Context: an optimization exercise on an open-source flow, tuned for small area and a short achievable clock period. The choices shown serve that exercise and are no tape-out recipe.
No functional check of the RTL was part of any run shown here.
Power figures rest on the tool's default switching activity, not on a simulated workload.

==> flow/design.v, too long to show whole: its modules and the start of the top module <==
// module BMD_64_RWDMA_FSM: 688 lines
module BMD_64_RWDMA_FSM (
    clk,
    rst_n,
    init_rst_i,
    wdma_rst_o,
    mwr_len_i,
    mwr_count_i,
    wdma_start_o,
    wdma_addr_o,
    wdma_done_i,
    wdma_irq_o,
    next_wdma_addr_i,
    next_wdma_up_addr_i,
    next_wdma_valid_i,
    wdma_start_i,
    wdma_stop_i,
    wdma_running_o,
    wdma_frame_len_i,
    timeframe_end_i,
    wdma_buf_ptr_o,
    wdma_status_o,
    cc_timeout_o
);
  // ...
==> flow/flow/run.sh <==
#!/bin/bash
# Standard layout, but with sky130_fd_sc_hd__buf_1 as the port buffer cell
# (instead of the default clkdlybuf4s50_1, which is larger and slower).
set -euo pipefail
export BUFFER_PORTS_ARGS="-buffer_cell sky130_fd_sc_hd__buf_1"
bash standard.sh finish > flow_make.log 2>&1
==> flow/standard.sh <==
#!/bin/bash
# synth_recipe.tcl (not shown) runs the flow's synth.tcl, then flattens the netlist and writes it again
# the make line also repeats each setting of config.mk as NAME=value (left out here)
make -C /OpenROAD-flow-scripts/flow DESIGN_CONFIG=/design/flow/config.mk WORK_HOME=/design/flow/orfs CLKGATE_MAP_FILE= SYNTH_SCRIPT=/design/flow/synth_recipe.tcl "${@:-finish}"
==> flow/config.mk <==
export PLATFORM = sky130hd
export DESIGN_NAME = BMD_64_RWDMA_FSM
export DESIGN_NICKNAME = BMD_64_RWDMA_FSM
export VERILOG_FILES = /design/flow/design.v
export SDC_FILE = /design/flow/constraint.sdc
export NUM_CORES = 4
export LEC_CHECK = 0
export CAP_MARGIN = 20
export CORE_MARGIN = 2
export CORE_UTILIZATION = 40
export PLACE_DENSITY = 0.6
export SLEW_MARGIN = 20
==> flow/constraint.sdc <==
create_clock -name core_clock -period 8.5 [get_ports {clk}]
set_input_delay 1.7000 -clock core_clock [delete_from_list [all_inputs] [get_ports {clk}]]
set_output_delay 1.7000 -clock core_clock [all_outputs]
set_load 0.01 [all_outputs]
==> run notes, run 1 <==
* Status: no timing/DRC/antenna violations
* Netlist cell types at 57
* Non-Filler Instances at ~1,700
* Final setup margin at 3.429 ns
* Critical Path Start Type: flip-flop
* GRT met3 Usage at 0.02737
* Synth top cells by count: nand2_1, inv_1, fa_1
* Commonest non-fill, non-tap cell in the layout: buf_1
* Largest net degree at the start of global routing at 38
* Synth warn at 1
* Final setup viols at 0
* Cell area after layout at around 12,000 um^2
* Chip width at 165 um
* Cell count after synthesis at about 1,200
* Routed wl met3 at between 1000 and 1500 um
* Antenna violations before repair at 0
* Critical-path cell list: ha_1, and3_1, a221oi_2, or4_4, a211oi_4, nor2_1, nor3_1, xor2_1, buf_1
* Detailed Route Iter0 Violations at between 500 and 600
* Register Area at approximately 2300 um^2
* Final min period at just over 5 ns
* GR Util All Layers at 0.2232
* Ranking of synthesized cells by area: fa_1, dfxtp_1, and2_1
* Internal at about 1.2 mW
* Clk network pwr share at 0.437
* Seq Cell Count at 115
==> inputs of run 2 (changes only) <==
==> flow/design.v (replaced) <==
`timescale 1ns/1ns
module BMD_64_RWDMA_FSM (
    clk,
    rst_n,
    init_rst_i,
    wdma_rst_o,
    mwr_len_i,
    mwr_count_i,
    wdma_start_o,
    wdma_addr_o,
    wdma_done_i,
    wdma_irq_o,
    next_wdma_addr_i,
    next_wdma_up_addr_i,
    next_wdma_valid_i,
    wdma_start_i,
    wdma_stop_i,
    wdma_running_o,
    wdma_frame_len_i,
    timeframe_end_i,
    wdma_buf_ptr_o,
    wdma_status_o,
    cc_timeout_o
);
input           clk;
input           rst_n;
input           init_rst_i;
output          wdma_rst_o;
input  [9:0]    mwr_len_i;
input  [15:0]   mwr_count_i;
output          wdma_start_o;
output [39:0]   wdma_addr_o;
input           wdma_done_i;
output          wdma_irq_o;
input  [31:0]   next_wdma_addr_i;
input  [7:0]    next_wdma_up_addr_i;
input           next_wdma_valid_i;
input           wdma_start_i;
input           wdma_stop_i;
output          wdma_running_o;
input  [15:0]   wdma_frame_len_i;
input           timeframe_end_i;
output [15:0]   wdma_buf_ptr_o;
output [3:0]    wdma_status_o;
output          cc_timeout_o;
reg             wdma_irq_o;
reg             wdma_start_o;
reg             wdma_running_o;
reg    [3:0]    wdma_status_o;
reg             st_idle, st_load, st_wait, st_dma, st_check, st_stop;
reg             prev_check;          
reg             timeframe_end_prev;
reg [15:0]      wdma_buf_cnt;
reg             next_wdma_valid;
reg             wdma_stop;
reg [15:0]      cnt_16bit;
reg [1:0]       a_lo;
reg [11:0]      a_hi;
reg [26:0]      s_q;
reg [26:0]      c_q;
wire            cc_timeout_o = cnt_16bit[15];
wire            wdma_rst_o = timeframe_end_i & st_wait;
wire [15:0]     wdma_buf_ptr_o = wdma_buf_cnt;
wire [26:0]     mid;
    wire ag0 = s_q[0] & c_q[0];
    wire ap0;
    rw_x2 u_ap0 (.a(s_q[0]), .b(c_q[0]), .y(ap0));
    wire ag1 = s_q[1] & c_q[1];
    wire ap1;
    rw_x2 u_ap1 (.a(s_q[1]), .b(c_q[1]), .y(ap1));
    wire ag2 = s_q[2] & c_q[2];
    wire ap2;
    rw_x2 u_ap2 (.a(s_q[2]), .b(c_q[2]), .y(ap2));
    wire ag3 = s_q[3] & c_q[3];
    wire ap3;
    rw_x2 u_ap3 (.a(s_q[3]), .b(c_q[3]), .y(ap3));
    wire ag4 = s_q[4] & c_q[4];
    wire ap4;
    rw_x2 u_ap4 (.a(s_q[4]), .b(c_q[4]), .y(ap4));
    wire ag5 = s_q[5] & c_q[5];
    wire ap5;
    rw_x2 u_ap5 (.a(s_q[5]), .b(c_q[5]), .y(ap5));
    wire ag6 = s_q[6] & c_q[6];
    wire ap6;
    rw_x2 u_ap6 (.a(s_q[6]), .b(c_q[6]), .y(ap6));
    wire ag7 = s_q[7] & c_q[7];
    wire ap7;
    rw_x2 u_ap7 (.a(s_q[7]), .b(c_q[7]), .y(ap7));
    wire ag8 = s_q[8] & c_q[8];
    wire ap8;
    rw_x2 u_ap8 (.a(s_q[8]), .b(c_q[8]), .y(ap8));
    wire ag9 = s_q[9] & c_q[9];
    wire ap9;
    rw_x2 u_ap9 (.a(s_q[9]), .b(c_q[9]), .y(ap9));
    wire ag10 = s_q[10] & c_q[10];
    wire ap10;
    rw_x2 u_ap10 (.a(s_q[10]), .b(c_q[10]), .y(ap10));
    wire ag11 = s_q[11] & c_q[11];
    wire ap11;
    rw_x2 u_ap11 (.a(s_q[11]), .b(c_q[11]), .y(ap11));
    wire ag12 = s_q[12] & c_q[12];
    wire ap12;
    rw_x2 u_ap12 (.a(s_q[12]), .b(c_q[12]), .y(ap12));
    wire ag13 = s_q[13] & c_q[13];
    wire ap13;
    rw_x2 u_ap13 (.a(s_q[13]), .b(c_q[13]), .y(ap13));
    wire ag14 = s_q[14] & c_q[14];
    wire ap14;
    rw_x2 u_ap14 (.a(s_q[14]), .b(c_q[14]), .y(ap14));
    wire ag15 = s_q[15] & c_q[15];
    wire ap15;
    rw_x2 u_ap15 (.a(s_q[15]), .b(c_q[15]), .y(ap15));
    wire ag16 = s_q[16] & c_q[16];
    wire ap16;
    rw_x2 u_ap16 (.a(s_q[16]), .b(c_q[16]), .y(ap16));
    wire ag17 = s_q[17] & c_q[17];
    wire ap17;
    rw_x2 u_ap17 (.a(s_q[17]), .b(c_q[17]), .y(ap17));
    wire ag18 = s_q[18] & c_q[18];
    wire ap18;
    rw_x2 u_ap18 (.a(s_q[18]), .b(c_q[18]), .y(ap18));
    wire ag19 = s_q[19] & c_q[19];
    wire ap19;
    rw_x2 u_ap19 (.a(s_q[19]), .b(c_q[19]), .y(ap19));
    wire ag20 = s_q[20] & c_q[20];
    wire ap20;
    rw_x2 u_ap20 (.a(s_q[20]), .b(c_q[20]), .y(ap20));
    wire ag21 = s_q[21] & c_q[21];
    wire ap21;
    rw_x2 u_ap21 (.a(s_q[21]), .b(c_q[21]), .y(ap21));
    wire ag22 = s_q[22] & c_q[22];
    wire ap22;
    rw_x2 u_ap22 (.a(s_q[22]), .b(c_q[22]), .y(ap22));
    wire ag23 = s_q[23] & c_q[23];
    wire ap23;
    rw_x2 u_ap23 (.a(s_q[23]), .b(c_q[23]), .y(ap23));
    wire ag24 = s_q[24] & c_q[24];
    wire ap24;
    rw_x2 u_ap24 (.a(s_q[24]), .b(c_q[24]), .y(ap24));
    wire ag25 = s_q[25] & c_q[25];
    wire ap25;
    rw_x2 u_ap25 (.a(s_q[25]), .b(c_q[25]), .y(ap25));
    wire g1_1;
    rw_ao21 u_g1_1 (.a(ag1), .b(ap1), .c(ag0), .y(g1_1));
    wire g1_3;
    rw_ao21 u_g1_3 (.a(ag3), .b(ap3), .c(ag2), .y(g1_3));
    wire p1_3 = ap3 & ap2;
    wire g1_5;
    rw_ao21 u_g1_5 (.a(ag5), .b(ap5), .c(ag4), .y(g1_5));
    wire p1_5 = ap5 & ap4;
    wire g1_7;
    rw_ao21 u_g1_7 (.a(ag7), .b(ap7), .c(ag6), .y(g1_7));
    wire p1_7 = ap7 & ap6;
    wire g1_9;
    rw_ao21 u_g1_9 (.a(ag9), .b(ap9), .c(ag8), .y(g1_9));
    wire p1_9 = ap9 & ap8;
    wire g1_11;
    rw_ao21 u_g1_11 (.a(ag11), .b(ap11), .c(ag10), .y(g1_11));
    wire p1_11 = ap11 & ap10;
    wire g1_13;
    rw_ao21 u_g1_13 (.a(ag13), .b(ap13), .c(ag12), .y(g1_13));
    wire p1_13 = ap13 & ap12;
    wire g1_15;
    rw_ao21 u_g1_15 (.a(ag15), .b(ap15), .c(ag14), .y(g1_15));
    wire p1_15 = ap15 & ap14;
    wire g1_17;
    rw_ao21 u_g1_17 (.a(ag17), .b(ap17), .c(ag16), .y(g1_17));
    wire p1_17 = ap17 & ap16;
    wire g1_19;
    rw_ao21 u_g1_19 (.a(ag19), .b(ap19), .c(ag18), .y(g1_19));
    wire p1_19 = ap19 & ap18;
    wire g1_21;
    rw_ao21 u_g1_21 (.a(ag21), .b(ap21), .c(ag20), .y(g1_21));
    wire p1_21 = ap21 & ap20;
    wire g1_23;
    rw_ao21 u_g1_23 (.a(ag23), .b(ap23), .c(ag22), .y(g1_23));
    wire p1_23 = ap23 & ap22;
    wire g1_25;
    rw_ao21 u_g1_25 (.a(ag25), .b(ap25), .c(ag24), .y(g1_25));
    wire p1_25 = ap25 & ap24;
    wire g2_2;
    rw_ao21 u_g2_2 (.a(ag2), .b(ap2), .c(g1_1), .y(g2_2));
    wire g2_3;
    rw_ao21 u_g2_3 (.a(g1_3), .b(p1_3), .c(g1_1), .y(g2_3));
    wire g2_6;
    rw_ao21 u_g2_6 (.a(ag6), .b(ap6), .c(g1_5), .y(g2_6));
    wire p2_6 = ap6 & p1_5;
    wire g2_7;
    rw_ao21 u_g2_7 (.a(g1_7), .b(p1_7), .c(g1_5), .y(g2_7));
    wire p2_7 = p1_7 & p1_5;
    wire g2_10;
    rw_ao21 u_g2_10 (.a(ag10), .b(ap10), .c(g1_9), .y(g2_10));
    wire p2_10 = ap10 & p1_9;
    wire g2_11;
    rw_ao21 u_g2_11 (.a(g1_11), .b(p1_11), .c(g1_9), .y(g2_11));
    wire p2_11 = p1_11 & p1_9;
    wire g2_14;
    rw_ao21 u_g2_14 (.a(ag14), .b(ap14), .c(g1_13), .y(g2_14));
    wire p2_14 = ap14 & p1_13;
    wire g2_15;
    rw_ao21 u_g2_15 (.a(g1_15), .b(p1_15), .c(g1_13), .y(g2_15));
    wire p2_15 = p1_15 & p1_13;
    wire g2_18;
    rw_ao21 u_g2_18 (.a(ag18), .b(ap18), .c(g1_17), .y(g2_18));
    wire p2_18 = ap18 & p1_17;
    wire g2_19;
    rw_ao21 u_g2_19 (.a(g1_19), .b(p1_19), .c(g1_17), .y(g2_19));
    wire p2_19 = p1_19 & p1_17;
    wire g2_22;
    rw_ao21 u_g2_22 (.a(ag22), .b(ap22), .c(g1_21), .y(g2_22));
    wire p2_22 = ap22 & p1_21;
    wire g2_23;
    rw_ao21 u_g2_23 (.a(g1_23), .b(p1_23), .c(g1_21), .y(g2_23));
    wire p2_23 = p1_23 & p1_21;
    wire g4_4;
    rw_ao21 u_g4_4 (.a(ag4), .b(ap4), .c(g2_3), .y(g4_4));
    wire g4_5;
    rw_ao21 u_g4_5 (.a(g1_5), .b(p1_5), .c(g2_3), .y(g4_5));
    wire g4_6;
    rw_ao21 u_g4_6 (.a(g2_6), .b(p2_6), .c(g2_3), .y(g4_6));
    wire g4_7;
    rw_ao21 u_g4_7 (.a(g2_7), .b(p2_7), .c(g2_3), .y(g4_7));
    wire g4_12;
    rw_ao21 u_g4_12 (.a(ag12), .b(ap12), .c(g2_11), .y(g4_12));
    wire p4_12 = ap12 & p2_11;
    wire g4_13;
    rw_ao21 u_g4_13 (.a(g1_13), .b(p1_13), .c(g2_11), .y(g4_13));
    wire p4_13 = p1_13 & p2_11;
    wire g4_14;
    rw_ao21 u_g4_14 (.a(g2_14), .b(p2_14), .c(g2_11), .y(g4_14));
    wire p4_14 = p2_14 & p2_11;
    wire g4_15;
    rw_ao21 u_g4_15 (.a(g2_15), .b(p2_15), .c(g2_11), .y(g4_15));
    wire p4_15 = p2_15 & p2_11;
    wire g4_20;
    rw_ao21 u_g4_20 (.a(ag20), .b(ap20), .c(g2_19), .y(g4_20));
    wire p4_20 = ap20 & p2_19;
    wire g4_21;
    rw_ao21 u_g4_21 (.a(g1_21), .b(p1_21), .c(g2_19), .y(g4_21));
    wire p4_21 = p1_21 & p2_19;
    wire g4_22;
    rw_ao21 u_g4_22 (.a(g2_22), .b(p2_22), .c(g2_19), .y(g4_22));
    wire p4_22 = p2_22 & p2_19;
    wire g4_23;
    rw_ao21 u_g4_23 (.a(g2_23), .b(p2_23), .c(g2_19), .y(g4_23));
    wire p4_23 = p2_23 & p2_19;
    wire g8_8;
    rw_ao21 u_g8_8 (.a(ag8), .b(ap8), .c(g4_7), .y(g8_8));
    wire g8_9;
    rw_ao21 u_g8_9 (.a(g1_9), .b(p1_9), .c(g4_7), .y(g8_9));
    wire g8_10;
    rw_ao21 u_g8_10 (.a(g2_10), .b(p2_10), .c(g4_7), .y(g8_10));
    wire g8_11;
    rw_ao21 u_g8_11 (.a(g2_11), .b(p2_11), .c(g4_7), .y(g8_11));
    wire g8_12;
    rw_ao21 u_g8_12 (.a(g4_12), .b(p4_12), .c(g4_7), .y(g8_12));
    wire g8_13;
    rw_ao21 u_g8_13 (.a(g4_13), .b(p4_13), .c(g4_7), .y(g8_13));
    wire g8_14;
    rw_ao21 u_g8_14 (.a(g4_14), .b(p4_14), .c(g4_7), .y(g8_14));
    wire g8_15;
    rw_ao21 u_g8_15 (.a(g4_15), .b(p4_15), .c(g4_7), .y(g8_15));
    wire g8_24;
    rw_ao21 u_g8_24 (.a(ag24), .b(ap24), .c(g4_23), .y(g8_24));
    wire p8_24 = ap24 & p4_23;
    wire g8_25;
    rw_ao21 u_g8_25 (.a(g1_25), .b(p1_25), .c(g4_23), .y(g8_25));
    wire p8_25 = p1_25 & p4_23;
    wire g16_16;
    rw_ao21 u_g16_16 (.a(ag16), .b(ap16), .c(g8_15), .y(g16_16));
    wire g16_17;
    rw_ao21 u_g16_17 (.a(g1_17), .b(p1_17), .c(g8_15), .y(g16_17));
    wire g16_18;
    rw_ao21 u_g16_18 (.a(g2_18), .b(p2_18), .c(g8_15), .y(g16_18));
    wire g16_19;
    rw_ao21 u_g16_19 (.a(g2_19), .b(p2_19), .c(g8_15), .y(g16_19));
    wire g16_20;
    rw_ao21 u_g16_20 (.a(g4_20), .b(p4_20), .c(g8_15), .y(g16_20));
    wire g16_21;
    rw_ao21 u_g16_21 (.a(g4_21), .b(p4_21), .c(g8_15), .y(g16_21));
    wire g16_22;
    rw_ao21 u_g16_22 (.a(g4_22), .b(p4_22), .c(g8_15), .y(g16_22));
    wire g16_23;
    rw_ao21 u_g16_23 (.a(g4_23), .b(p4_23), .c(g8_15), .y(g16_23));
    wire g16_24;
    rw_ao21 u_g16_24 (.a(g8_24), .b(p8_24), .c(g8_15), .y(g16_24));
    wire g16_25;
    rw_ao21 u_g16_25 (.a(g8_25), .b(p8_25), .c(g8_15), .y(g16_25));
    assign mid[0] = ap0;
    rw_x2 u_sum1 (.a(ap1), .b(ag0), .y(mid[1]));
    rw_x2 u_sum2 (.a(ap2), .b(g1_1), .y(mid[2]));
    rw_x2 u_sum3 (.a(ap3), .b(g2_2), .y(mid[3]));
    rw_x2 u_sum4 (.a(ap4), .b(g2_3), .y(mid[4]));
    rw_x2 u_sum5 (.a(ap5), .b(g4_4), .y(mid[5]));
    rw_x2 u_sum6 (.a(ap6), .b(g4_5), .y(mid[6]));
    rw_x2 u_sum7 (.a(ap7), .b(g4_6), .y(mid[7]));
    rw_x2 u_sum8 (.a(ap8), .b(g4_7), .y(mid[8]));
    rw_x2 u_sum9 (.a(ap9), .b(g8_8), .y(mid[9]));
    rw_x2 u_sum10 (.a(ap10), .b(g8_9), .y(mid[10]));
    rw_x2 u_sum11 (.a(ap11), .b(g8_10), .y(mid[11]));
    rw_x2 u_sum12 (.a(ap12), .b(g8_11), .y(mid[12]));
    rw_x2 u_sum13 (.a(ap13), .b(g8_12), .y(mid[13]));
    rw_x2 u_sum14 (.a(ap14), .b(g8_13), .y(mid[14]));
    rw_x2 u_sum15 (.a(ap15), .b(g8_14), .y(mid[15]));
    rw_x2 u_sum16 (.a(ap16), .b(g8_15), .y(mid[16]));
    rw_x2 u_sum17 (.a(ap17), .b(g16_16), .y(mid[17]));
    rw_x2 u_sum18 (.a(ap18), .b(g16_17), .y(mid[18]));
    rw_x2 u_sum19 (.a(ap19), .b(g16_18), .y(mid[19]));
    rw_x2 u_sum20 (.a(ap20), .b(g16_19), .y(mid[20]));
    rw_x2 u_sum21 (.a(ap21), .b(g16_20), .y(mid[21]));
    rw_x2 u_sum22 (.a(ap22), .b(g16_21), .y(mid[22]));
    rw_x2 u_sum23 (.a(ap23), .b(g16_22), .y(mid[23]));
    rw_x2 u_sum24 (.a(ap24), .b(g16_23), .y(mid[24]));
    rw_x2 u_sum25 (.a(ap25), .b(g16_24), .y(mid[25]));
    wire ap26;
    rw_x2 u_ap26 (.a(s_q[26]), .b(c_q[26]), .y(ap26));
    rw_x2 u_sum26 (.a(ap26), .b(g16_25), .y(mid[26]));
wire [11:0]     hi_ones;
wire [11:0]     out_hi;
assign hi_ones[0] = 1'b1;
genvar gi;
generate for (gi = 1; gi < 12; gi = gi + 1) begin : g_hi
    assign hi_ones[gi] = hi_ones[gi-1] & a_hi[gi-1];
end endgenerate
generate for (gi = 0; gi < 12; gi = gi + 1) begin : g_hx
    wire inc;
    rw_a2 u_hc (.a(mid[26]), .b(hi_ones[gi]), .y(inc));
    rw_x2 u_hx (.a(a_hi[gi]), .b(inc), .y(out_hi[gi]));
end endgenerate
assign wdma_addr_o = {out_hi, mid[25:0], a_lo};
wire [25:0]     x = s_q[25:0];
wire [26:0]     ts;
wire [26:0]     tc;
    wire pp0_0 = mwr_len_i[0] & mwr_count_i[0];
    wire pp0_1 = mwr_len_i[0] & mwr_count_i[1];
    wire pp0_2 = mwr_len_i[0] & mwr_count_i[2];
    wire pp0_3 = mwr_len_i[0] & mwr_count_i[3];
    wire pp0_4 = mwr_len_i[0] & mwr_count_i[4];
    wire pp0_5 = mwr_len_i[0] & mwr_count_i[5];
    wire pp0_6 = mwr_len_i[0] & mwr_count_i[6];
    wire pp0_7 = mwr_len_i[0] & mwr_count_i[7];
    wire pp0_8 = mwr_len_i[0] & mwr_count_i[8];
    wire pp0_9 = mwr_len_i[0] & mwr_count_i[9];
    wire pp0_10 = mwr_len_i[0] & mwr_count_i[10];
    wire pp0_11 = mwr_len_i[0] & mwr_count_i[11];
    wire pp0_12 = mwr_len_i[0] & mwr_count_i[12];
    wire pp0_13 = mwr_len_i[0] & mwr_count_i[13];
    wire pp0_14 = mwr_len_i[0] & mwr_count_i[14];
    wire pp0_15 = mwr_len_i[0] & mwr_count_i[15];
    wire pp1_0 = mwr_len_i[1] & mwr_count_i[0];
    wire pp1_1 = mwr_len_i[1] & mwr_count_i[1];
    wire pp1_2 = mwr_len_i[1] & mwr_count_i[2];
    wire pp1_3 = mwr_len_i[1] & mwr_count_i[3];
    wire pp1_4 = mwr_len_i[1] & mwr_count_i[4];
    wire pp1_5 = mwr_len_i[1] & mwr_count_i[5];
    wire pp1_6 = mwr_len_i[1] & mwr_count_i[6];
    wire pp1_7 = mwr_len_i[1] & mwr_count_i[7];
    wire pp1_8 = mwr_len_i[1] & mwr_count_i[8];
    wire pp1_9 = mwr_len_i[1] & mwr_count_i[9];
    wire pp1_10 = mwr_len_i[1] & mwr_count_i[10];
    wire pp1_11 = mwr_len_i[1] & mwr_count_i[11];
    wire pp1_12 = mwr_len_i[1] & mwr_count_i[12];
    wire pp1_13 = mwr_len_i[1] & mwr_count_i[13];
    wire pp1_14 = mwr_len_i[1] & mwr_count_i[14];
    wire pp1_15 = mwr_len_i[1] & mwr_count_i[15];
    wire pp2_0 = mwr_len_i[2] & mwr_count_i[0];
    wire pp2_1 = mwr_len_i[2] & mwr_count_i[1];
    wire pp2_2 = mwr_len_i[2] & mwr_count_i[2];
    wire pp2_3 = mwr_len_i[2] & mwr_count_i[3];
    wire pp2_4 = mwr_len_i[2] & mwr_count_i[4];
    wire pp2_5 = mwr_len_i[2] & mwr_count_i[5];
    wire pp2_6 = mwr_len_i[2] & mwr_count_i[6];
    wire pp2_7 = mwr_len_i[2] & mwr_count_i[7];
    wire pp2_8 = mwr_len_i[2] & mwr_count_i[8];
    wire pp2_9 = mwr_len_i[2] & mwr_count_i[9];
    wire pp2_10 = mwr_len_i[2] & mwr_count_i[10];
    wire pp2_11 = mwr_len_i[2] & mwr_count_i[11];
    wire pp2_12 = mwr_len_i[2] & mwr_count_i[12];
    wire pp2_13 = mwr_len_i[2] & mwr_count_i[13];
    wire pp2_14 = mwr_len_i[2] & mwr_count_i[14];
    wire pp2_15 = mwr_len_i[2] & mwr_count_i[15];
    wire pp3_0 = mwr_len_i[3] & mwr_count_i[0];
    wire pp3_1 = mwr_len_i[3] & mwr_count_i[1];
    wire pp3_2 = mwr_len_i[3] & mwr_count_i[2];
    wire pp3_3 = mwr_len_i[3] & mwr_count_i[3];
    wire pp3_4 = mwr_len_i[3] & mwr_count_i[4];
    wire pp3_5 = mwr_len_i[3] & mwr_count_i[5];
    wire pp3_6 = mwr_len_i[3] & mwr_count_i[6];
    wire pp3_7 = mwr_len_i[3] & mwr_count_i[7];
    wire pp3_8 = mwr_len_i[3] & mwr_count_i[8];
    wire pp3_9 = mwr_len_i[3] & mwr_count_i[9];
    wire pp3_10 = mwr_len_i[3] & mwr_count_i[10];
    wire pp3_11 = mwr_len_i[3] & mwr_count_i[11];
    wire pp3_12 = mwr_len_i[3] & mwr_count_i[12];
    wire pp3_13 = mwr_len_i[3] & mwr_count_i[13];
    wire pp3_14 = mwr_len_i[3] & mwr_count_i[14];
    wire pp3_15 = mwr_len_i[3] & mwr_count_i[15];
    wire pp4_0 = mwr_len_i[4] & mwr_count_i[0];
    wire pp4_1 = mwr_len_i[4] & mwr_count_i[1];
    wire pp4_2 = mwr_len_i[4] & mwr_count_i[2];
    wire pp4_3 = mwr_len_i[4] & mwr_count_i[3];
    wire pp4_4 = mwr_len_i[4] & mwr_count_i[4];
    wire pp4_5 = mwr_len_i[4] & mwr_count_i[5];
    wire pp4_6 = mwr_len_i[4] & mwr_count_i[6];
    wire pp4_7 = mwr_len_i[4] & mwr_count_i[7];
    wire pp4_8 = mwr_len_i[4] & mwr_count_i[8];
    wire pp4_9 = mwr_len_i[4] & mwr_count_i[9];
    wire pp4_10 = mwr_len_i[4] & mwr_count_i[10];
    wire pp4_11 = mwr_len_i[4] & mwr_count_i[11];
    wire pp4_12 = mwr_len_i[4] & mwr_count_i[12];
    wire pp4_13 = mwr_len_i[4] & mwr_count_i[13];
    wire pp4_14 = mwr_len_i[4] & mwr_count_i[14];
    wire pp4_15 = mwr_len_i[4] & mwr_count_i[15];
    wire pp5_0 = mwr_len_i[5] & mwr_count_i[0];
    wire pp5_1 = mwr_len_i[5] & mwr_count_i[1];
    wire pp5_2 = mwr_len_i[5] & mwr_count_i[2];
    wire pp5_3 = mwr_len_i[5] & mwr_count_i[3];
    wire pp5_4 = mwr_len_i[5] & mwr_count_i[4];
    wire pp5_5 = mwr_len_i[5] & mwr_count_i[5];
    wire pp5_6 = mwr_len_i[5] & mwr_count_i[6];
    wire pp5_7 = mwr_len_i[5] & mwr_count_i[7];
    wire pp5_8 = mwr_len_i[5] & mwr_count_i[8];
    wire pp5_9 = mwr_len_i[5] & mwr_count_i[9];
    wire pp5_10 = mwr_len_i[5] & mwr_count_i[10];
    wire pp5_11 = mwr_len_i[5] & mwr_count_i[11];
    wire pp5_12 = mwr_len_i[5] & mwr_count_i[12];
    wire pp5_13 = mwr_len_i[5] & mwr_count_i[13];
    wire pp5_14 = mwr_len_i[5] & mwr_count_i[14];
    wire pp5_15 = mwr_len_i[5] & mwr_count_i[15];
    wire pp6_0 = mwr_len_i[6] & mwr_count_i[0];
    wire pp6_1 = mwr_len_i[6] & mwr_count_i[1];
    wire pp6_2 = mwr_len_i[6] & mwr_count_i[2];
    wire pp6_3 = mwr_len_i[6] & mwr_count_i[3];
    wire pp6_4 = mwr_len_i[6] & mwr_count_i[4];
    wire pp6_5 = mwr_len_i[6] & mwr_count_i[5];
    wire pp6_6 = mwr_len_i[6] & mwr_count_i[6];
    wire pp6_7 = mwr_len_i[6] & mwr_count_i[7];
    wire pp6_8 = mwr_len_i[6] & mwr_count_i[8];
    wire pp6_9 = mwr_len_i[6] & mwr_count_i[9];
    wire pp6_10 = mwr_len_i[6] & mwr_count_i[10];
    wire pp6_11 = mwr_len_i[6] & mwr_count_i[11];
    wire pp6_12 = mwr_len_i[6] & mwr_count_i[12];
    wire pp6_13 = mwr_len_i[6] & mwr_count_i[13];
    wire pp6_14 = mwr_len_i[6] & mwr_count_i[14];
    wire pp6_15 = mwr_len_i[6] & mwr_count_i[15];
    wire pp7_0 = mwr_len_i[7] & mwr_count_i[0];
    wire pp7_1 = mwr_len_i[7] & mwr_count_i[1];
    wire pp7_2 = mwr_len_i[7] & mwr_count_i[2];
    wire pp7_3 = mwr_len_i[7] & mwr_count_i[3];
    wire pp7_4 = mwr_len_i[7] & mwr_count_i[4];
    wire pp7_5 = mwr_len_i[7] & mwr_count_i[5];
    wire pp7_6 = mwr_len_i[7] & mwr_count_i[6];
    wire pp7_7 = mwr_len_i[7] & mwr_count_i[7];
    wire pp7_8 = mwr_len_i[7] & mwr_count_i[8];
    wire pp7_9 = mwr_len_i[7] & mwr_count_i[9];
    wire pp7_10 = mwr_len_i[7] & mwr_count_i[10];
    wire pp7_11 = mwr_len_i[7] & mwr_count_i[11];
    wire pp7_12 = mwr_len_i[7] & mwr_count_i[12];
    wire pp7_13 = mwr_len_i[7] & mwr_count_i[13];
    wire pp7_14 = mwr_len_i[7] & mwr_count_i[14];
    wire pp7_15 = mwr_len_i[7] & mwr_count_i[15];
    wire pp8_0 = mwr_len_i[8] & mwr_count_i[0];
    wire pp8_1 = mwr_len_i[8] & mwr_count_i[1];
    wire pp8_2 = mwr_len_i[8] & mwr_count_i[2];
    wire pp8_3 = mwr_len_i[8] & mwr_count_i[3];
    wire pp8_4 = mwr_len_i[8] & mwr_count_i[4];
    wire pp8_5 = mwr_len_i[8] & mwr_count_i[5];
    wire pp8_6 = mwr_len_i[8] & mwr_count_i[6];
    wire pp8_7 = mwr_len_i[8] & mwr_count_i[7];
    wire pp8_8 = mwr_len_i[8] & mwr_count_i[8];
    wire pp8_9 = mwr_len_i[8] & mwr_count_i[9];
    wire pp8_10 = mwr_len_i[8] & mwr_count_i[10];
    wire pp8_11 = mwr_len_i[8] & mwr_count_i[11];
    wire pp8_12 = mwr_len_i[8] & mwr_count_i[12];
    wire pp8_13 = mwr_len_i[8] & mwr_count_i[13];
    wire pp8_14 = mwr_len_i[8] & mwr_count_i[14];
    wire pp8_15 = mwr_len_i[8] & mwr_count_i[15];
    wire pp9_0 = mwr_len_i[9] & mwr_count_i[0];
    wire pp9_1 = mwr_len_i[9] & mwr_count_i[1];
    wire pp9_2 = mwr_len_i[9] & mwr_count_i[2];
    wire pp9_3 = mwr_len_i[9] & mwr_count_i[3];
    wire pp9_4 = mwr_len_i[9] & mwr_count_i[4];
    wire pp9_5 = mwr_len_i[9] & mwr_count_i[5];
    wire pp9_6 = mwr_len_i[9] & mwr_count_i[6];
    wire pp9_7 = mwr_len_i[9] & mwr_count_i[7];
    wire pp9_8 = mwr_len_i[9] & mwr_count_i[8];
    wire pp9_9 = mwr_len_i[9] & mwr_count_i[9];
    wire pp9_10 = mwr_len_i[9] & mwr_count_i[10];
    wire pp9_11 = mwr_len_i[9] & mwr_count_i[11];
    wire pp9_12 = mwr_len_i[9] & mwr_count_i[12];
    wire pp9_13 = mwr_len_i[9] & mwr_count_i[13];
    wire pp9_14 = mwr_len_i[9] & mwr_count_i[14];
    wire pp9_15 = mwr_len_i[9] & mwr_count_i[15];
    wire hs0, hc0;
    rw_ha u_ha0 (.a(pp0_8), .b(pp1_7), .s(hs0), .co(hc0));
    wire fs0, fc0;
    rw_fa u_fa0 (.a(pp0_9), .b(pp1_8), .c(pp2_7), .s(fs0), .co(fc0));
    wire hs1, hc1;
    rw_ha u_ha1 (.a(pp3_6), .b(pp4_5), .s(hs1), .co(hc1));
    wire fs1, fc1;
    rw_fa u_fa1 (.a(pp0_10), .b(pp1_9), .c(pp2_8), .s(fs1), .co(fc1));
    wire fs2, fc2;
    rw_fa u_fa2 (.a(pp3_7), .b(pp4_6), .c(pp5_5), .s(fs2), .co(fc2));
    wire fs3, fc3;
    rw_fa u_fa3 (.a(pp0_11), .b(pp1_10), .c(pp2_9), .s(fs3), .co(fc3));
    wire fs4, fc4;
    rw_fa u_fa4 (.a(pp3_8), .b(pp4_7), .c(pp5_6), .s(fs4), .co(fc4));
    wire fs5, fc5;
    rw_fa u_fa5 (.a(pp0_12), .b(pp1_11), .c(pp2_10), .s(fs5), .co(fc5));
    wire fs6, fc6;
    rw_fa u_fa6 (.a(pp3_9), .b(pp4_8), .c(pp5_7), .s(fs6), .co(fc6));
    wire fs7, fc7;
    rw_fa u_fa7 (.a(pp0_13), .b(pp1_12), .c(pp2_11), .s(fs7), .co(fc7));
    wire fs8, fc8;
    rw_fa u_fa8 (.a(pp3_10), .b(pp4_9), .c(pp5_8), .s(fs8), .co(fc8));
    wire fs9, fc9;
    rw_fa u_fa9 (.a(pp0_14), .b(pp1_13), .c(pp2_12), .s(fs9), .co(fc9));
    wire fs10, fc10;
    rw_fa u_fa10 (.a(pp3_11), .b(pp4_10), .c(pp5_9), .s(fs10), .co(fc10));
    wire fs11, fc11;
    rw_fa u_fa11 (.a(pp0_15), .b(pp1_14), .c(pp2_13), .s(fs11), .co(fc11));
    wire fs12, fc12;
    rw_fa u_fa12 (.a(pp3_12), .b(pp4_11), .c(pp5_10), .s(fs12), .co(fc12));
    wire fs13, fc13;
    rw_fa u_fa13 (.a(pp1_15), .b(pp2_14), .c(pp3_13), .s(fs13), .co(fc13));
    wire hs2, hc2;
    rw_ha u_ha2 (.a(pp4_12), .b(pp5_11), .s(hs2), .co(hc2));
    wire fs14, fc14;
    rw_fa u_fa14 (.a(pp2_15), .b(pp3_14), .c(pp4_13), .s(fs14), .co(fc14));
    wire hs3, hc3;
    rw_ha u_ha3 (.a(pp0_5), .b(pp1_4), .s(hs3), .co(hc3));
    wire fs15, fc15;
    rw_fa u_fa15 (.a(pp0_6), .b(pp1_5), .c(pp2_4), .s(fs15), .co(fc15));
    wire hs4, hc4;
    rw_ha u_ha4 (.a(pp3_3), .b(pp4_2), .s(hs4), .co(hc4));
    wire fs16, fc16;
    rw_fa u_fa16 (.a(pp0_7), .b(pp1_6), .c(pp2_5), .s(fs16), .co(fc16));
    wire fs17, fc17;
    rw_fa u_fa17 (.a(pp3_4), .b(pp4_3), .c(pp5_2), .s(fs17), .co(fc17));
    wire hs5, hc5;
    rw_ha u_ha5 (.a(pp6_1), .b(pp7_0), .s(hs5), .co(hc5));
    wire fs18, fc18;
    rw_fa u_fa18 (.a(hs0), .b(pp2_6), .c(pp3_5), .s(fs18), .co(fc18));
    wire fs19, fc19;
    rw_fa u_fa19 (.a(pp4_4), .b(pp5_3), .c(pp6_2), .s(fs19), .co(fc19));
    wire fs20, fc20;
    rw_fa u_fa20 (.a(pp7_1), .b(pp8_0), .c(x[8]), .s(fs20), .co(fc20));
    wire fs21, fc21;
    rw_fa u_fa21 (.a(hc0), .b(fs0), .c(hs1), .s(fs21), .co(fc21));
    wire fs22, fc22;
    rw_fa u_fa22 (.a(pp5_4), .b(pp6_3), .c(pp7_2), .s(fs22), .co(fc22));
    wire fs23, fc23;
    rw_fa u_fa23 (.a(pp8_1), .b(pp9_0), .c(x[9]), .s(fs23), .co(fc23));
    wire fs24, fc24;
    rw_fa u_fa24 (.a(fc0), .b(hc1), .c(fs1), .s(fs24), .co(fc24));
    wire fs25, fc25;
    rw_fa u_fa25 (.a(fs2), .b(pp6_4), .c(pp7_3), .s(fs25), .co(fc25));
    wire fs26, fc26;
    rw_fa u_fa26 (.a(pp8_2), .b(pp9_1), .c(x[10]), .s(fs26), .co(fc26));
    wire fs27, fc27;
    rw_fa u_fa27 (.a(fc1), .b(fc2), .c(fs3), .s(fs27), .co(fc27));
    wire fs28, fc28;
    rw_fa u_fa28 (.a(fs4), .b(pp6_5), .c(pp7_4), .s(fs28), .co(fc28));
    wire fs29, fc29;
    rw_fa u_fa29 (.a(pp8_3), .b(pp9_2), .c(x[11]), .s(fs29), .co(fc29));
    wire fs30, fc30;
    rw_fa u_fa30 (.a(fc3), .b(fc4), .c(fs5), .s(fs30), .co(fc30));
    wire fs31, fc31;
    rw_fa u_fa31 (.a(fs6), .b(pp6_6), .c(pp7_5), .s(fs31), .co(fc31));
    wire fs32, fc32;
    rw_fa u_fa32 (.a(pp8_4), .b(pp9_3), .c(x[12]), .s(fs32), .co(fc32));
    wire fs33, fc33;
    rw_fa u_fa33 (.a(fc5), .b(fc6), .c(fs7), .s(fs33), .co(fc33));
    wire fs34, fc34;
    rw_fa u_fa34 (.a(fs8), .b(pp6_7), .c(pp7_6), .s(fs34), .co(fc34));
    wire fs35, fc35;
    rw_fa u_fa35 (.a(pp8_5), .b(pp9_4), .c(x[13]), .s(fs35), .co(fc35));
    wire fs36, fc36;
    rw_fa u_fa36 (.a(fc7), .b(fc8), .c(fs9), .s(fs36), .co(fc36));
    wire fs37, fc37;
    rw_fa u_fa37 (.a(fs10), .b(pp6_8), .c(pp7_7), .s(fs37), .co(fc37));
    wire fs38, fc38;
    rw_fa u_fa38 (.a(pp8_6), .b(pp9_5), .c(x[14]), .s(fs38), .co(fc38));
    wire fs39, fc39;
    rw_fa u_fa39 (.a(fc9), .b(fc10), .c(fs11), .s(fs39), .co(fc39));
    wire fs40, fc40;
    rw_fa u_fa40 (.a(fs12), .b(pp6_9), .c(pp7_8), .s(fs40), .co(fc40));
    wire fs41, fc41;
    rw_fa u_fa41 (.a(pp8_7), .b(pp9_6), .c(x[15]), .s(fs41), .co(fc41));
    wire fs42, fc42;
    rw_fa u_fa42 (.a(fc11), .b(fc12), .c(fs13), .s(fs42), .co(fc42));
    wire fs43, fc43;
    rw_fa u_fa43 (.a(hs2), .b(pp6_10), .c(pp7_9), .s(fs43), .co(fc43));
    wire fs44, fc44;
    rw_fa u_fa44 (.a(pp8_8), .b(pp9_7), .c(x[16]), .s(fs44), .co(fc44));
    wire fs45, fc45;
    rw_fa u_fa45 (.a(fc13), .b(hc2), .c(fs14), .s(fs45), .co(fc45));
    wire fs46, fc46;
    rw_fa u_fa46 (.a(pp5_12), .b(pp6_11), .c(pp7_10), .s(fs46), .co(fc46));
    wire fs47, fc47;
    rw_fa u_fa47 (.a(pp8_9), .b(pp9_8), .c(x[17]), .s(fs47), .co(fc47));
    wire fs48, fc48;
    rw_fa u_fa48 (.a(fc14), .b(pp3_15), .c(pp4_14), .s(fs48), .co(fc48));
    wire fs49, fc49;
    rw_fa u_fa49 (.a(pp5_13), .b(pp6_12), .c(pp7_11), .s(fs49), .co(fc49));
    wire fs50, fc50;
    rw_fa u_fa50 (.a(pp8_10), .b(pp9_9), .c(x[18]), .s(fs50), .co(fc50));
    wire fs51, fc51;
    rw_fa u_fa51 (.a(pp4_15), .b(pp5_14), .c(pp6_13), .s(fs51), .co(fc51));
    wire fs52, fc52;
    rw_fa u_fa52 (.a(pp7_12), .b(pp8_11), .c(pp9_10), .s(fs52), .co(fc52));
    wire fs53, fc53;
    rw_fa u_fa53 (.a(pp5_15), .b(pp6_14), .c(pp7_13), .s(fs53), .co(fc53));
    wire hs6, hc6;
    rw_ha u_ha6 (.a(pp0_3), .b(pp1_2), .s(hs6), .co(hc6));
    wire fs54, fc54;
    rw_fa u_fa54 (.a(pp0_4), .b(pp1_3), .c(pp2_2), .s(fs54), .co(fc54));
    wire hs7, hc7;
    rw_ha u_ha7 (.a(pp3_1), .b(pp4_0), .s(hs7), .co(hc7));
    wire fs55, fc55;
    rw_fa u_fa55 (.a(hs3), .b(pp2_3), .c(pp3_2), .s(fs55), .co(fc55));
    wire fs56, fc56;
    rw_fa u_fa56 (.a(pp4_1), .b(pp5_0), .c(x[5]), .s(fs56), .co(fc56));
    wire fs57, fc57;
    rw_fa u_fa57 (.a(hc3), .b(fs15), .c(hs4), .s(fs57), .co(fc57));
    wire fs58, fc58;
    rw_fa u_fa58 (.a(pp5_1), .b(pp6_0), .c(x[6]), .s(fs58), .co(fc58));
    wire fs59, fc59;
    rw_fa u_fa59 (.a(fc15), .b(hc4), .c(fs16), .s(fs59), .co(fc59));
    wire fs60, fc60;
    rw_fa u_fa60 (.a(fs17), .b(hs5), .c(x[7]), .s(fs60), .co(fc60));
    wire fs61, fc61;
    rw_fa u_fa61 (.a(fc16), .b(fc17), .c(hc5), .s(fs61), .co(fc61));
    wire fs62, fc62;
    rw_fa u_fa62 (.a(fs18), .b(fs19), .c(fs20), .s(fs62), .co(fc62));
    wire fs63, fc63;
    rw_fa u_fa63 (.a(fc18), .b(fc19), .c(fc20), .s(fs63), .co(fc63));
    wire fs64, fc64;
    rw_fa u_fa64 (.a(fs21), .b(fs22), .c(fs23), .s(fs64), .co(fc64));
    wire fs65, fc65;
    rw_fa u_fa65 (.a(fc21), .b(fc22), .c(fc23), .s(fs65), .co(fc65));
    wire fs66, fc66;
    rw_fa u_fa66 (.a(fs24), .b(fs25), .c(fs26), .s(fs66), .co(fc66));
    wire fs67, fc67;
    rw_fa u_fa67 (.a(fc24), .b(fc25), .c(fc26), .s(fs67), .co(fc67));
    wire fs68, fc68;
    rw_fa u_fa68 (.a(fs27), .b(fs28), .c(fs29), .s(fs68), .co(fc68));
    wire fs69, fc69;
    rw_fa u_fa69 (.a(fc27), .b(fc28), .c(fc29), .s(fs69), .co(fc69));
    wire fs70, fc70;
    rw_fa u_fa70 (.a(fs30), .b(fs31), .c(fs32), .s(fs70), .co(fc70));
    wire fs71, fc71;
    rw_fa u_fa71 (.a(fc30), .b(fc31), .c(fc32), .s(fs71), .co(fc71));
    wire fs72, fc72;
    rw_fa u_fa72 (.a(fs33), .b(fs34), .c(fs35), .s(fs72), .co(fc72));
    wire fs73, fc73;
    rw_fa u_fa73 (.a(fc33), .b(fc34), .c(fc35), .s(fs73), .co(fc73));
    wire fs74, fc74;
    rw_fa u_fa74 (.a(fs36), .b(fs37), .c(fs38), .s(fs74), .co(fc74));
    wire fs75, fc75;
    rw_fa u_fa75 (.a(fc36), .b(fc37), .c(fc38), .s(fs75), .co(fc75));
    wire fs76, fc76;
    rw_fa u_fa76 (.a(fs39), .b(fs40), .c(fs41), .s(fs76), .co(fc76));
    wire fs77, fc77;
    rw_fa u_fa77 (.a(fc39), .b(fc40), .c(fc41), .s(fs77), .co(fc77));
    wire fs78, fc78;
    rw_fa u_fa78 (.a(fs42), .b(fs43), .c(fs44), .s(fs78), .co(fc78));
    wire fs79, fc79;
    rw_fa u_fa79 (.a(fc42), .b(fc43), .c(fc44), .s(fs79), .co(fc79));
    wire fs80, fc80;
    rw_fa u_fa80 (.a(fs45), .b(fs46), .c(fs47), .s(fs80), .co(fc80));
    wire fs81, fc81;
    rw_fa u_fa81 (.a(fc45), .b(fc46), .c(fc47), .s(fs81), .co(fc81));
    wire fs82, fc82;
    rw_fa u_fa82 (.a(fs48), .b(fs49), .c(fs50), .s(fs82), .co(fc82));
    wire fs83, fc83;
    rw_fa u_fa83 (.a(fc48), .b(fc49), .c(fc50), .s(fs83), .co(fc83));
    wire fs84, fc84;
    rw_fa u_fa84 (.a(fs51), .b(fs52), .c(x[19]), .s(fs84), .co(fc84));
    wire fs85, fc85;
    rw_fa u_fa85 (.a(fc51), .b(fc52), .c(fs53), .s(fs85), .co(fc85));
    wire fs86, fc86;
    rw_fa u_fa86 (.a(pp8_12), .b(pp9_11), .c(x[20]), .s(fs86), .co(fc86));
    wire fs87, fc87;
    rw_fa u_fa87 (.a(fc53), .b(pp6_15), .c(pp7_14), .s(fs87), .co(fc87));
    wire fs88, fc88;
    rw_fa u_fa88 (.a(pp8_13), .b(pp9_12), .c(x[21]), .s(fs88), .co(fc88));
    wire fs89, fc89;
    rw_fa u_fa89 (.a(pp7_15), .b(pp8_14), .c(pp9_13), .s(fs89), .co(fc89));
    wire hs8, hc8;
    rw_ha u_ha8 (.a(pp0_2), .b(pp1_1), .s(hs8), .co(hc8));
    wire fs90, fc90;
    rw_fa u_fa90 (.a(hs6), .b(pp2_1), .c(pp3_0), .s(fs90), .co(fc90));
    wire fs91, fc91;
    rw_fa u_fa91 (.a(hc6), .b(fs54), .c(hs7), .s(fs91), .co(fc91));
    wire fs92, fc92;
    rw_fa u_fa92 (.a(fc54), .b(hc7), .c(fs55), .s(fs92), .co(fc92));
    wire fs93, fc93;
    rw_fa u_fa93 (.a(fc55), .b(fc56), .c(fs57), .s(fs93), .co(fc93));
    wire fs94, fc94;
    rw_fa u_fa94 (.a(fc57), .b(fc58), .c(fs59), .s(fs94), .co(fc94));
    wire fs95, fc95;
    rw_fa u_fa95 (.a(fc59), .b(fc60), .c(fs61), .s(fs95), .co(fc95));
    wire fs96, fc96;
    rw_fa u_fa96 (.a(fc61), .b(fc62), .c(fs63), .s(fs96), .co(fc96));
    wire fs97, fc97;
    rw_fa u_fa97 (.a(fc63), .b(fc64), .c(fs65), .s(fs97), .co(fc97));
    wire fs98, fc98;
    rw_fa u_fa98 (.a(fc65), .b(fc66), .c(fs67), .s(fs98), .co(fc98));
    wire fs99, fc99;
    rw_fa u_fa99 (.a(fc67), .b(fc68), .c(fs69), .s(fs99), .co(fc99));
    wire fs100, fc100;
    rw_fa u_fa100 (.a(fc69), .b(fc70), .c(fs71), .s(fs100), .co(fc100));
    wire fs101, fc101;
    rw_fa u_fa101 (.a(fc71), .b(fc72), .c(fs73), .s(fs101), .co(fc101));
    wire fs102, fc102;
    rw_fa u_fa102 (.a(fc73), .b(fc74), .c(fs75), .s(fs102), .co(fc102));
    wire fs103, fc103;
    rw_fa u_fa103 (.a(fc75), .b(fc76), .c(fs77), .s(fs103), .co(fc103));
    wire fs104, fc104;
    rw_fa u_fa104 (.a(fc77), .b(fc78), .c(fs79), .s(fs104), .co(fc104));
    wire fs105, fc105;
    rw_fa u_fa105 (.a(fc79), .b(fc80), .c(fs81), .s(fs105), .co(fc105));
    wire fs106, fc106;
    rw_fa u_fa106 (.a(fc81), .b(fc82), .c(fs83), .s(fs106), .co(fc106));
    wire fs107, fc107;
    rw_fa u_fa107 (.a(fc83), .b(fc84), .c(fs85), .s(fs107), .co(fc107));
    wire fs108, fc108;
    rw_fa u_fa108 (.a(fc85), .b(fc86), .c(fs87), .s(fs108), .co(fc108));
    wire fs109, fc109;
    rw_fa u_fa109 (.a(fc87), .b(fc88), .c(fs89), .s(fs109), .co(fc109));
    wire fs110, fc110;
    rw_fa u_fa110 (.a(fc89), .b(pp8_15), .c(pp9_14), .s(fs110), .co(fc110));
    wire hs9, hc9;
    rw_ha u_ha9 (.a(pp0_1), .b(pp1_0), .s(hs9), .co(hc9));
    wire fs111, fc111;
    rw_fa u_fa111 (.a(hs8), .b(pp2_0), .c(x[2]), .s(fs111), .co(fc111));
    wire fs112, fc112;
    rw_fa u_fa112 (.a(hc8), .b(fs90), .c(x[3]), .s(fs112), .co(fc112));
    wire fs113, fc113;
    rw_fa u_fa113 (.a(fc90), .b(fs91), .c(x[4]), .s(fs113), .co(fc113));
    wire fs114, fc114;
    rw_fa u_fa114 (.a(fc91), .b(fs92), .c(fs56), .s(fs114), .co(fc114));
    wire fs115, fc115;
    rw_fa u_fa115 (.a(fc92), .b(fs93), .c(fs58), .s(fs115), .co(fc115));
    wire fs116, fc116;
    rw_fa u_fa116 (.a(fc93), .b(fs94), .c(fs60), .s(fs116), .co(fc116));
    wire fs117, fc117;
    rw_fa u_fa117 (.a(fc94), .b(fs95), .c(fs62), .s(fs117), .co(fc117));
    wire fs118, fc118;
    rw_fa u_fa118 (.a(fc95), .b(fs96), .c(fs64), .s(fs118), .co(fc118));
    wire fs119, fc119;
    rw_fa u_fa119 (.a(fc96), .b(fs97), .c(fs66), .s(fs119), .co(fc119));
    wire fs120, fc120;
    rw_fa u_fa120 (.a(fc97), .b(fs98), .c(fs68), .s(fs120), .co(fc120));
    wire fs121, fc121;
    rw_fa u_fa121 (.a(fc98), .b(fs99), .c(fs70), .s(fs121), .co(fc121));
    wire fs122, fc122;
    rw_fa u_fa122 (.a(fc99), .b(fs100), .c(fs72), .s(fs122), .co(fc122));
    wire fs123, fc123;
    rw_fa u_fa123 (.a(fc100), .b(fs101), .c(fs74), .s(fs123), .co(fc123));
    wire fs124, fc124;
    rw_fa u_fa124 (.a(fc101), .b(fs102), .c(fs76), .s(fs124), .co(fc124));
    wire fs125, fc125;
    rw_fa u_fa125 (.a(fc102), .b(fs103), .c(fs78), .s(fs125), .co(fc125));
    wire fs126, fc126;
    rw_fa u_fa126 (.a(fc103), .b(fs104), .c(fs80), .s(fs126), .co(fc126));
    wire fs127, fc127;
    rw_fa u_fa127 (.a(fc104), .b(fs105), .c(fs82), .s(fs127), .co(fc127));
    wire fs128, fc128;
    rw_fa u_fa128 (.a(fc105), .b(fs106), .c(fs84), .s(fs128), .co(fc128));
    wire fs129, fc129;
    rw_fa u_fa129 (.a(fc106), .b(fs107), .c(fs86), .s(fs129), .co(fc129));
    wire fs130, fc130;
    rw_fa u_fa130 (.a(fc107), .b(fs108), .c(fs88), .s(fs130), .co(fc130));
    wire fs131, fc131;
    rw_fa u_fa131 (.a(fc108), .b(fs109), .c(x[22]), .s(fs131), .co(fc131));
    wire fs132, fc132;
    rw_fa u_fa132 (.a(fc109), .b(fs110), .c(x[23]), .s(fs132), .co(fc132));
    wire fs133, fc133;
    rw_fa u_fa133 (.a(fc110), .b(pp9_15), .c(x[24]), .s(fs133), .co(fc133));
    assign ts[0] = pp0_0;
    assign tc[0] = x[0];
    assign ts[1] = hs9;
    assign tc[1] = x[1];
    assign ts[2] = hc9;
    assign tc[2] = fs111;
    assign ts[3] = fc111;
    assign tc[3] = fs112;
    assign ts[4] = fc112;
    assign tc[4] = fs113;
    assign ts[5] = fc113;
    assign tc[5] = fs114;
    assign ts[6] = fc114;
    assign tc[6] = fs115;
    assign ts[7] = fc115;
    assign tc[7] = fs116;
    assign ts[8] = fc116;
    assign tc[8] = fs117;
    assign ts[9] = fc117;
    assign tc[9] = fs118;
    assign ts[10] = fc118;
    assign tc[10] = fs119;
    assign ts[11] = fc119;
    assign tc[11] = fs120;
    assign ts[12] = fc120;
    assign tc[12] = fs121;
    assign ts[13] = fc121;
    assign tc[13] = fs122;
    assign ts[14] = fc122;
    assign tc[14] = fs123;
    assign ts[15] = fc123;
    assign tc[15] = fs124;
    assign ts[16] = fc124;
    assign tc[16] = fs125;
    assign ts[17] = fc125;
    assign tc[17] = fs126;
    assign ts[18] = fc126;
    assign tc[18] = fs127;
    assign ts[19] = fc127;
    assign tc[19] = fs128;
    assign ts[20] = fc128;
    assign tc[20] = fs129;
    assign ts[21] = fc129;
    assign tc[21] = fs130;
    assign ts[22] = fc130;
    assign tc[22] = fs131;
    assign ts[23] = fc131;
    assign tc[23] = fs132;
    assign ts[24] = fc132;
    assign tc[24] = fs133;
    assign ts[25] = fc133;
    assign tc[25] = x[25];
    assign ts[26] = 1'b0;
    assign tc[26] = 1'b0;
wire            load_go  = st_load & next_wdma_valid & ~wdma_stop;
wire            dma_done = st_dma & wdma_done_i;
wire            buf_full = (wdma_buf_cnt == wdma_frame_len_i);
always @(posedge clk) begin
    if (!rst_n) begin
        a_lo <= 2'b0;
        a_hi <= 12'b0;
        s_q  <= 27'b0;
        c_q  <= 27'b0;
    end
    else if (load_go) begin
        a_lo <= next_wdma_addr_i[1:0];
        a_hi <= {next_wdma_up_addr_i, next_wdma_addr_i[31:28]};
        s_q  <= {1'b0, next_wdma_addr_i[27:2]};
        c_q  <= 27'b0;
    end
    else if (dma_done) begin
        a_hi <= out_hi;
        s_q  <= ts;
        c_q  <= tc;
    end
    else if (init_rst_i) begin
        a_lo <= 2'b0;
        a_hi <= 12'b0;
        s_q  <= 27'b0;
        c_q  <= 27'b0;
    end
    else begin
        a_hi <= out_hi;
        s_q  <= {1'b0, mid[25:0]};
        c_q  <= 27'b0;
    end
end
always @(posedge clk) begin
    if (!rst_n) begin
        cnt_16bit <= 16'b0;
    end
    else if (init_rst_i || timeframe_end_i) begin
        cnt_16bit <= 16'b0;
    end
    else if (!cnt_16bit[15] && st_wait) begin
        cnt_16bit <= cnt_16bit + 16'd1;
    end
end
always @(posedge clk) begin
    prev_check <= st_check;
end
always @(posedge clk) begin
    if (!rst_n) begin
        st_idle  <= 1'b1;
        st_load  <= 1'b0;
        st_wait  <= 1'b0;
        st_dma   <= 1'b0;
        st_check <= 1'b0;
        st_stop  <= 1'b0;
        timeframe_end_prev <= 1'b0;
        wdma_irq_o <= 1'b0;
        wdma_start_o <= 1'b0;
        wdma_buf_cnt <= 16'h0;
        next_wdma_valid <= 1'b0;
        wdma_running_o <= 1'b0;
        wdma_status_o <= 4'b0000;
        wdma_stop <= 1'b0;
    end
    else begin
        timeframe_end_prev <= timeframe_end_i;
        st_idle  <= (st_idle & ~wdma_start_i)
                  | (init_rst_i & ((st_wait & ~cc_timeout_o & ~timeframe_end_prev)
                                   | (st_dma & ~wdma_done_i) | st_stop));
        st_load  <= (st_idle & wdma_start_i) | (st_check & ~wdma_stop & buf_full);
        st_wait  <= load_go
                  | (st_wait & ~cc_timeout_o & ~timeframe_end_prev & ~init_rst_i)
                  | (st_check & ~wdma_stop & ~buf_full);
        st_dma   <= (st_wait & ~cc_timeout_o & timeframe_end_prev)
                  | (st_dma & ~wdma_done_i & ~init_rst_i);
        st_check <= dma_done;
        st_stop  <= (st_load & ~(next_wdma_valid & ~wdma_stop))
                  | (st_wait & cc_timeout_o)
                  | (st_check & wdma_stop)
                  | (st_stop & ~init_rst_i);
        if (next_wdma_valid_i)
            next_wdma_valid <= 1'b1;
        else if (load_go || st_stop)
            next_wdma_valid <= 1'b0;
        if (wdma_stop_i)
            wdma_stop <= 1'b1;
        else if (st_stop || init_rst_i)
            wdma_stop <= 1'b0;
        if (st_load)
            wdma_irq_o <= (~next_wdma_valid | wdma_stop) & ~prev_check;
        else if ((st_wait & cc_timeout_o) | (st_check & (wdma_stop | buf_full)))
            wdma_irq_o <= 1'b1;
        else if (st_stop || init_rst_i)
            wdma_irq_o <= 1'b0;
        if (st_wait & ~cc_timeout_o & timeframe_end_prev)
            wdma_start_o <= 1'b1;
        else if (st_dma || init_rst_i)
            wdma_start_o <= 1'b0;
        if (st_load || (init_rst_i && !dma_done))
            wdma_buf_cnt <= 16'h0;
        else if (dma_done)
            wdma_buf_cnt <= wdma_buf_cnt + 16'd1;
        if (load_go)
            wdma_running_o <= 1'b1;
        else if (st_stop || init_rst_i)
            wdma_running_o <= 1'b0;
        if (st_load & ~wdma_stop & (prev_check | ~next_wdma_valid))
            wdma_status_o <= {2'b00, ~next_wdma_valid, prev_check};
        else if ((st_check | st_load) & wdma_stop)
            wdma_status_o <= 4'b0100;
        else if (st_wait & cc_timeout_o)
            wdma_status_o <= 4'b1000;
        else if (init_rst_i)
            wdma_status_o <= 4'b0000;
    end
end
endmodule
module rw_fa (input a, input b, input c, output s, output co);
assign s = a ^ b ^ c;
assign co = (a & b) | (a & c) | (b & c);
endmodule
module rw_ha (input a, input b, output s, output co);
assign s = a ^ b;
assign co = a & b;
endmodule
module rw_ao21 (input a, input b, input c, output y);
assign y = a | (b & c);
endmodule
module rw_a2 (input a, input b, output y);
assign y = a & b;
endmodule
module rw_x2 (input a, input b, output y);
assign y = a ^ b;
endmodule
--- a/flow/config.mk
+++ b/flow/config.mk
@@ -5,8 +5,10 @@
 export SDC_FILE = /design/flow/constraint.sdc
 export NUM_CORES = 4
 export LEC_CHECK = 0
 export CAP_MARGIN = 20
 export CORE_MARGIN = 2
 export CORE_UTILIZATION = 40
 export PLACE_DENSITY = 0.6
 export SLEW_MARGIN = 20
+export SYNTH_HIERARCHICAL = 1
+export SYNTH_MINIMUM_KEEP_SIZE = 0
==> run 2 against run 1 <==
  * Still clean on timing, DRC and antenna
  * Clock power decreased by 4.8%
  * Synthesized cell count decreased by 11%
  * Count of clock-buffer cells in the layout stayed put
  * Worst setup slack worse by 0.35 ns
  * Die area down 0.40%
  * Via count down 9.5%
  * Power fell by 1.6%
  * Cell count is 8.9% lower
  * Synthesized area shrank 0.41%
  * Critical path depth grew 1
  * Hold slack improved by 0.0072 ns
  * Flip-flop and latch count is the same
  * Largest power group unchanged
  * Highest routed layer unchanged
==> run notes, run 2 <==
* Hold Fails Final Rpt at 0 (unchanged)
* Hold EP: prev_check (unchanged)
* Post-placement cell area at 11,000 um^2 (was 11,210 um^2)
* Number of buffers created by CTS at 17 (unchanged)
* Synth Area per Inst at 9.696 um^2 (was 8.655 um^2)
* PortBufs at 154 (unchanged)
* DIE AREA at 27,120 um^2 (was 27,230 um^2)
* RSZ-0062 raised after global routing: no (unchanged)
* Rel. slew slack at 0.2592 (was 0.2705)
* Clk buf depth at 2 (unchanged)
* Placer Congestion at 0.7943 (was 0.8897)
* Critical-path cell list: xor2_1, and2_1, a21o_1, a21o_1, a21o_1, a21o_1, xor2_1, and2_1, xor2_1, buf_1 (was ha_1, and3_1, a221oi_2, or4_4, a211oi_4, nor2_1, nor3_1, xor2_1, buf_1)
* Hold_buf cts at 0 (unchanged)
* Vias per cell at 5.202 (was 5.237)
* Chip width at 164.7 um (was 165 um)
* Most common cell in the netlist: and2_1 (was nand2_1)
* Final setup viols at 0 (unchanged)
* Root Driver: clkbuf_16 (unchanged)
* I/O pin count at 155 (unchanged)
* Mapped Area at 10,330 um^2 (was 10,370 um^2)
* Detailed Route Iter0 Violations at 402 (was 549)
* CORE AREA at 25,250 um^2 (was 25,330 um^2)
* Logic pwr share at 0.259 (was 0.252)
* Power per Cell Area at 150.1 nW/um^2 (was 149.4 nW/um^2)
* Critical path launch point: s_q[2] (was s_q[4])
* Worst min-delay path class: flip-flop to flip-flop (unchanged)
* Status: no timing/DRC/antenna violations (unchanged)
* CP most frequent cell: a21o_1
* DR pass1 iterations at 5 (was 6)
* Routed wl met3 at 1063 um (was 1150 um)
* Peak VDD IR at 94.64 uV (was 121.2 uV)
* Final Max Slew Viols at 0 (unchanged)
* Hold Crit Start: st_check (unchanged)
* Clk latency of the worst-skew pair at 0.42 ns (about the same)
* Post-CTS setup buffer count at 0 (unchanged)
* Period utilization at 0.6383 (was 0.5966)
* Wire length on met1 at 11,780 um (was 13,070 um)
* Crit Reg-Reg Startpoint: s_q[2] (was s_q[16])
* Top Registers: c_q: 26 flops, s_q: 26 flops (unchanged)
* Final min period at 5.426 ns (was 5.071 ns)
* Vias at 7,897 (was 8,725)
* H-tree depth at 4 (unchanged)
* Top Metal Used: met4 (unchanged)
* Final setup TNS at 0 ns (unchanged)
* Critical path endpoint category: output pin (unchanged)
* Slew @ Worst Pin at 1.111 ns (was 1.088 ns)
* Final hold slack at 0.4378 ns (was 0.4307 ns)
* Met2 WL at 12,650 um (was 13,940 um)
* CTS tree: yes (unchanged)
* #FFs+latches synth at 115 (unchanged)
* Vias in the first global route at 8,023 (was 8,876)
* Detailed Place HPWL at 19,760 um (was 22,730 um)
* Reg2Reg Depth at 11 (unchanged)
* Post-synth EDFFs at 0 (unchanged)
* Commonest non-fill, non-tap cell in the layout: and2_1 (was buf_1)
* Fmax at 0.1843 GHz (was 0.1972 GHz)
* CTS clk-pin slew, worst paths at 0.06 ns (was 0.05 ns)
* Slowest library cell on the worst path: xor2_1 (was or4_4)
* Final ANT Viol Nets at 0 (unchanged)
* Initial core utilization at 0.4089 (was 0.4094)
* Largest net degree at the start of global routing at 82 (was 38)
* Crit-path max cell delay at 0.63 ns (was 0.56 ns)
* Critical path arrival at 3.73 ns (was 3.37 ns)
* Synth top cells by count: and2_1, fa_1, dfxtp_1 (was nand2_1, inv_1, fa_1)
* Grt ovf at 0 (unchanged)
* Async set-or-reset flop fraction in the synthesized netlist at 0 (unchanged)
* Std cell rows at 58 (unchanged)
* GR Util All Layers at 0.2011 (was 0.2232)
* RR Endpoint: a_hi[11] (was s_q[18])
* Fillers at 2,505 (was 2,503)
* Most frequent cells in the layout: and2_1, buf_1, fa_1, dfxtp_1, xor2_1 (was buf_1, nand2_1, inv_1, fa_1, dfxtp_1)
* Internal at 1.235 mW (was 1.248 mW)
* Routed WL per cell at 17.06 um (was 17.44 um)
* Clk network pwr share at 0.423 (was 0.437)
* LEAKAGE at 5.812 nW (was 5.065 nW)
* Antenna violations before repair at 1 (was 0)
* Post-layout nets at 1,410 (was 1,587)
* Skew final at 0.01292 ns (was 0.01079 ns)
* CP Max Fanout at 12 (was 8)
* Cell count after synthesis at 1,065 (was 1,198)
* Global-route wire length before repair at 42,110 um (was 46,560 um)
* TritonCTS Sinks at 115 (unchanged)
* Hold Crit Depth at 0 (unchanged)
* Yosys top cell area share at 0.2598 (was 0.2510)
* Prevailing post-synth register cell: dfxtp_1 (unchanged)
* Kind of critical path: flip-flop to output pin (unchanged)
* FF-to-FF setup slack at 5.06 ns (was 5.32 ns)
* Post-synthesis sequential area ratio at 0.2229 (was 0.2220)
* Worst EP required at 6.80 ns (about the same)
* Net Sw Frac at 0.2910 (was 0.2947)
* Area grow syn2layout at 12.44% (was 14.31%)
* # DRC at 0 (unchanged)
* Detailed Route WL at 25,900 um (was 29,050 um)
* Part of the power in registers at 0.318 (was 0.311)
* Share of layout cells above drive strength 1 at 0.03623 (was 0.03668)
* Netlist cell types at 47 (was 57)
* Die Ht at 164.7 um (was 165 um)
* Synth warn at 7 (was 1)
* Yosys top cell by area: fa_1 (unchanged)
* Inst Count DP at 1,485 (was 1,633)
* Psw at 0.5070 mW (was 0.5218 mW)
* Cell area after layout at 11,610 um^2 (was 11,850 um^2)
* Max-cap violation count at 0 (unchanged)
* Ranking of synthesized cells by area: fa_1, dfxtp_1, and2_1 (unchanged)
* Post-cts sizing count at 0 (unchanged)
* Non-Filler Instances at 1,518 (was 1,666)
* Critical Path Start Type: flip-flop (unchanged)
==> run 2: cell count changes after synthesis, sizes merged, moves of 38 or more <==
cell and delta:
nand2 -89, inv -128, a21oi -38, and2 +115
a21o +44, xor2 +49, nor2 -66
==> run 2: power by group through the flow <==
| stage | Sequential, mW | Clock [mW] | Combinational [mW] |
|---|---|---|---|
| 2_1_floorplan | 0.563 | 0 | 0.322 |
| 3_3_place_gp | 0.565 | 0 | 0.462 |
| 3_5_place_dp | 0.565 | 0 | 0.466 |
| 4_1_cts | 0.554 | 0.747 | 0.468 |
| 5_1_grt | 0.554 | 0.778 | 0.534 |
| 6_report | 0.554 | 0.737 | 0.452 |
==> run 2: cells by family (layout without fill, tap and decap cells) <==
kind of cell | count (synthesis) | count (layout) | share of synthesized area
adders and majority gates | 146 | 146 | 0.2743
DFF | 115 | 115 | 0.2229
and+or+nand+nor | 479 | 479 | 0.2744
other | 2 | 4 | 0.0007273
AOI/OAI and AO/OA | 145 | 145 | 0.1053
xor gates and xnor gates | 99 | 99 | 0.08397
buffers and inverters | 79 | 200 | 0.03829
==> run 2: final cells by class <==
| type | count | area, um^2 | share of cell area |
|---|---|---|---|
| diodes | 1 | 2.502 | 0.0002155 |
| clock buffers | 23 | 478.0 | 0.04116 |
| clock inverters | 9 | 126.4 | 0.01088 |
| flip-flops and latches | 115 | 2302 | 0.1983 |
| repair buffers | 159 | 616.8 | 0.05313 |
| well taps | 330 | 412.9 | 0.03556 |
| inverters | 9 | 33.78 | 0.002909 |
| multi-input cells | 872 | 7639 | 0.6579 |
==> run 2: through the flow <==
stage | setup WS, ns | utilization | total power [mW]
after floorplan | 3.819 | - | 0.8845
after global placement | 3.324 | 0.4356 | 1.027
after detailed placement | 3.271 | 0.4356 | 1.031
after CTS | 3.065 | 0.4595 | 1.769
after global routing | 2.772 | 0.4597 | 1.867
final | 3.074 | 0.4598 | 1.742
==> run 2: per-module statistics from Yosys, one instance, submodules excluded <==
module | copies in the design | area [um^2]
rw_ao21 | 57 | 7.507
rw_x2 | 65 | 8.758
rw_a2 | 12 | 6.256
rw_fa | 134 | 20.02
BMD_64_RWDMA_FSM | 1 | 6446
rw_ha | 10 | 12.51
==> run 2: worst max-delay path by stage <==
stage,slack [ns],cells after the start,end
after global placement,3.32,10,s_q[15]
after CTS,3.07,10,wdma_addr_o[36]
after floorplan,3.82,10,s_q[11]
after global routing,2.77,10,wdma_addr_o[38]
after detailed placement,3.27,10,s_q[14]
final,3.07,10,wdma_addr_o[34]
==> run 2: per-layer routing <==
metal  vias to the layer above  track usage
li1                       3760            -
met1                      3963       0.2669
met2                       145       0.3382
met3                        29      0.03968
met4                         0      0.04980
met5                         -            0
==> run 2: worst max-delay path, delay by kind of cell (launching register included) <==
| family | cells | cell delay, ns |
|---|---|---|
| AND/OR/NAND/NOR | 2 | 0.41 |
| AO/OA/AOI/OAI | 4 | 1.20 |
| flip-flops | 1 | 0.38 |
| buffers and inverters | 1 | 0.18 |
| XOR/XNOR | 3 | 1.12 |

-- what the ideal ports hide --
How much do the figures lean on ideal ports? The routed layouts below were timed once more, with nothing changed but the port constraints. Step 1 sets driving cells, clkbuf_16 on the clock port and buf_2 on the other inputs (assumed; they add their load-dependent delay and slew). Step 2 times the ports against the registers' clock, not the clock port: input delays grow and output delays shrink by t, the midpoint of the rising clock arrivals with the driver on. Slacks: ideal ports / drivers / drivers and shift; pairs: ideal ports / drivers.
| run | t (ns) | slack for setup (ns) | clock arrival spread, ns |
|---|---|---|---|
| run 1 | 0.456 | 3.429 / 3.388 / 3.271 | 0.011 / 0.011 |
| run 2 | 0.457 | 3.074 / 3.031 / 3.264 | 0.014 / 0.013 |
After both steps setup and hold are still met in every run listed. The setup slack of run 1, which loses most, moves by -0.041 ns with the drivers and by -0.158 ns with both steps.
